Context: an optimization exercise on an open-source flow, tuned for small area. The choices shown serve that exercise and are no tape-out recipe. The RTL was checked by simulation tests, not by an equivalence proof against the original design. Power and IR drop assume default switching activity.

==> flow/design.v <==
`timescale 1ns / 1ps
module MCU(clk,reset,imem_addr,imem_data,dmem_addr,dmem_we,dmem_wdata,dmem_rdata,
           in_data,out_we,out_addr,out_data);
input clk,reset;
output [7:0] imem_addr;
input [16:0] imem_data;
output [7:0] dmem_addr;
output dmem_we;
output [7:0] dmem_wdata;
input [7:0] dmem_rdata;
input [7:0] in_data;
output out_we;
output [7:0] out_addr, out_data;
reg [7:0] pc;         
reg aj;               
reg [4:0] ir_op;      
reg [11:0] ir_f;
reg [7:0] exA;        
reg [7:0] exB;        
reg [2:0] exD;        
reg [1:0] exC;        
reg [7:0] rf1, rf2, rf3, rf4, rf5, rf6, rf7;
wire ex_nod  = (exD == 3'd0);
wire jump    = (exC == 2'b11);
assign dmem_we   = (exC == 2'b01) & ex_nod;
assign out_we    = (exC == 2'b10) & ex_nod;
assign dmem_addr = exA;
assign out_addr  = exA;
assign dmem_wdata = exB;
assign out_data   = exB;
wire [7:0] wb = (exC == 2'b00) ? exB :
                (exC == 2'b01) ? dmem_rdata :
                (exC == 2'b10) ? in_data : exA;
always @(posedge clk) begin
    case (exD)
    3'd1: rf1 <= wb;
    3'd2: rf2 <= wb;
    3'd3: rf3 <= wb;
    3'd4: rf4 <= wb;
    3'd5: rf5 <= wb;
    3'd6: rf6 <= wb;
    3'd7: rf7 <= wb;
    default: ;
    endcase
end
wire [2:0] fD = ir_f[11:9];
wire [2:0] fA = ir_f[8:6];
wire [2:0] fB = ir_f[5:3];
wire [5:0] im = ir_f[5:0];
wire [2:0] sh = ir_f[2:0];
wire o_add = ir_op == 5'b00001;
wire o_ani = ir_op == 5'b00010;
wire o_adi = ir_op == 5'b00011;
wire o_sub = ir_op == 5'b00100;
wire o_slt = ir_op == 5'b00101;
wire o_not = ir_op == 5'b00110;
wire o_ld  = ir_op == 5'b00111;
wire o_st  = ir_op == 5'b01000;
wire o_mov = ir_op == 5'b01001;
wire o_jmp = ir_op == 5'b01010;
wire o_jmr = ir_op == 5'b01011;
wire o_jml = ir_op == 5'b01100;
wire o_ori = ir_op == 5'b01101;
wire o_xor = ir_op == 5'b01110;
wire o_shl = ir_op == 5'b01111;
wire o_shr = ir_op == 5'b10001;
wire o_bz  = ir_op == 5'b10010;
wire o_bnz = ir_op == 5'b10011;
wire o_in  = ir_op == 5'b10100;
wire o_out = ir_op == 5'b10101;
wire rdA = o_add | o_ani | o_adi | o_sub | o_slt | o_not | o_ld | o_st | o_mov |
           o_jmr | o_ori | o_xor | o_shl | o_shr | o_bz | o_bnz | o_in | o_out;
wire rdB = o_add | o_sub | o_slt | o_st | o_jmr | o_xor | o_in | o_out;
wire alu_wr = o_add | o_ani | o_adi | o_sub | o_slt | o_not | o_mov |
              o_ori | o_xor | o_shl | o_shr;
wire branch = o_jmp | o_jmr | o_jml | o_bz | o_bnz;
wire stall = ~ex_nod & ((rdA & (fA == exD)) | (rdB & (fB == exD)));
reg [7:0] rA, rB;
always @(*) begin
    case (fA)
    3'd1: rA = rf1; 3'd2: rA = rf2; 3'd3: rA = rf3; 3'd4: rA = rf4;
    3'd5: rA = rf5; 3'd6: rA = rf6; 3'd7: rA = rf7; default: rA = 8'd0;
    endcase
    case (fB)
    3'd1: rB = rf1; 3'd2: rB = rf2; 3'd3: rB = rf3; 3'd4: rB = rf4;
    3'd5: rB = rf5; 3'd6: rB = rf6; 3'd7: rB = rf7; default: rB = 8'd0;
    endcase
end
wire [7:0] pc1 = aj ? exB : pc;
wire use_br = o_jmp | o_jml | o_bz | o_bnz;
wire use_pc = use_br | (ir_op == 5'b00000);
wire [7:0] opA = use_pc ? pc1 : rA;
wire use_rb  = o_add | o_sub | o_slt | o_xor | o_st | o_out;
wire use_sx  = o_adi | use_br;
wire use_zx  = o_ani | o_ori;
wire [7:0] opB = use_rb ? rB :
                 use_sx ? {{2{im[5]}}, im} :
                 use_zx ? {2'b00, im} : 8'd0;
wire o_nop = ir_op == 5'b00000;
wire inv = o_sub | o_slt;
wire cin = inv | o_nop;    
wire [8:0] sum = {1'b0, opA} + {1'b0, opB ^ {8{inv}}} + {8'd0, cin};
wire [2:0] ra = o_shr ? (3'd0 - sh) : sh;
wire [15:0] rot2 = {opA, opA} << ra;
wire [7:0] rot = rot2[15:8];
wire [7:0] mskl = 8'hff << sh;
wire [7:0] mskr = 8'hff >> sh;
wire [7:0] shv = rot & (o_shr ? mskr : mskl);
reg [7:0] res;
always @(*) begin
    if (o_slt)                 res = {7'd0, ~sum[8]};
    else if (o_ani)            res = opA & opB;
    else if (o_ori)            res = opA | opB;
    else if (o_xor)            res = opA ^ opB;
    else if (o_not)            res = ~opA;
    else if (o_shl | o_shr)    res = shv;
    else if (o_st | o_out)     res = opB;
    else                       res = sum[7:0];
end
wire zA = (rA == 8'd0);
wire taken = o_jmp | o_jmr | o_jml | (o_bz & zA) | (o_bnz & ~zA);
wire dnz = (fD != 3'd0);
reg [2:0] nD;
reg [1:0] nC;
always @(*) begin
    nD = 3'd0; nC = 2'b00;
    if (alu_wr) nD = fD;
    if (o_ld)  begin nD = fD; nC = {1'b0, dnz}; end
    if (o_in)  begin nD = fD; nC = {dnz, 1'b0}; end
    if (o_st)  nC = 2'b01;
    if (o_out) nC = 2'b10;
    if (o_jml) nD = fD;
    if (taken) nC = 2'b11;
end
wire [7:0] pc_inc = pc + 8'd1;
always @(posedge clk or negedge reset) begin
    if (!reset) begin
        pc <= 8'd0;
        ir_op <= 5'd0;
        exD <= 3'd0;
        exC <= 2'b00;
        aj <= 1'b0;
    end else begin
        aj <= jump;
        exD <= stall ? 3'd0 : nD;
        exC <= stall ? 2'b00 : nC;
        if (!stall) begin
            pc <= jump ? exB : pc_inc;
            ir_op <= branch ? 5'd0 : imem_data[16:12];
        end
    end
end
always @(posedge clk) begin
    exA <= opA;
    exB <= res;
    if (!stall) begin
        ir_f <= imem_data[11:0];
    end
end
assign imem_addr = pc;
endmodule
Settings: LEC_CHECK=0, ABC_AREA=1, CAP_MARGIN=20, CORE_MARGIN=2, CORE_UTILIZATION=40, SLEW_MARGIN=20; clock period 10.0 ns.
standard.sh (not shown) runs the stock make flow with config.mk's settings and CLKGATE_MAP_FILE= SYNTH_SCRIPT=/design/flow/synth_recipe.tcl, a recipe that flattens the netlist after the stock synthesis.
==> flow/flow/run.sh <==
#!/bin/bash
# Own layout flow: the standard ORFS flow, with
#  - synthesis as standard.sh synth runs it, but with a stronger ABC area
#    script (flow/abc_area.script); the flip-flops are mapped before ABC
#    runs, so the registers, their names and cells are the standard ones;
#  - no separate full/half-adder extraction, so ABC maps adders with the
#    rest of the logic;
#  - port buffers of the smallest buffer cell;
#  - clock tree without dummy loads.
# Each step's full output goes to a log file in this folder.
set -euo pipefail
W=$PWD
rm -rf "$W/scripts_mod"
cp -r "$FLOW_HOME/scripts" "$W/scripts_mod"
cp "$W/flow/abc_area.script" "$W/scripts_mod/abc_area.script"

SCRIPTS_DIR="$W/scripts_mod" ABC_AREA=1 ADDER_MAP_FILE= bash standard.sh synth > "$W/log_synth.txt" 2>&1

source "$W/flow/knobs.sh"
bash standard.sh finish > "$W/log_layout.txt" 2>&1
==> flow/flow/abc_area.script <==
strash
&get -n
&deepsyn -T 30
&put
dch -f
amap
topo
==> flow/flow/knobs.sh <==
export BUFFER_PORTS_ARGS="-buffer_cell sky130_fd_sc_hd__buf_1"
export CTS_ARGS="-sink_clustering_enable -repair_clock_nets -dont_use_dummy_load -buf_list sky130_fd_sc_hd__clkbuf_8"
Next try:
==> flow/flow/knobs.sh (replaced) <==
export BUFFER_PORTS_ARGS="-buffer_cell sky130_fd_sc_hd__buf_1"
export CTS_ARGS="-sink_clustering_enable -repair_clock_nets -dont_use_dummy_load -buf_list \"sky130_fd_sc_hd__clkbuf_4 sky130_fd_sc_hd__clkbuf_8\""
Result:
- The changed run finished with timing, DRC and antenna clean
- synthesized area stays the same
- utilization does not change
- clock skew stays the same
- maximum frequency does not change
- die area is unchanged
- wire length is unchanged
- total power does not change
- worst hold slack stays the same

-- what the ideal ports hide --
Ports are ideal in the flow. The routed layouts listed here were re-timed in OpenROAD.
Step 1 (the two cells are an assumption about what drives the block):
set clk [get_ports {clk}]
set_driving_cell -lib_cell sky130_fd_sc_hd__clkbuf_16 $clk
set_driving_cell -lib_cell sky130_fd_sc_hd__buf_2 [delete_from_list [all_inputs] $clk]
Step 2 also shifts input and output timing later by t, the mid clock arrival at the registers, as if the neighbouring blocks saw the same clock.
Slacks: ideal / step 1 / step 2; pairs: ideal / step 1.
run | shift t [ns] | setup slack, ns | worst hold slack (ns) | worst register clock-pin slew, ns | cell pins on the clock port's net
the first run | 0.411 | 3.696 / 3.696 / 3.696 | 0.528 / 0.528 / 0.528 | 0.09 / 0.09 | 1
the second run | 0.411 | 3.696 / 3.696 / 3.696 | 0.528 / 0.528 / 0.528 | 0.09 / 0.09 | 1
After both steps every run listed still meets setup and hold.
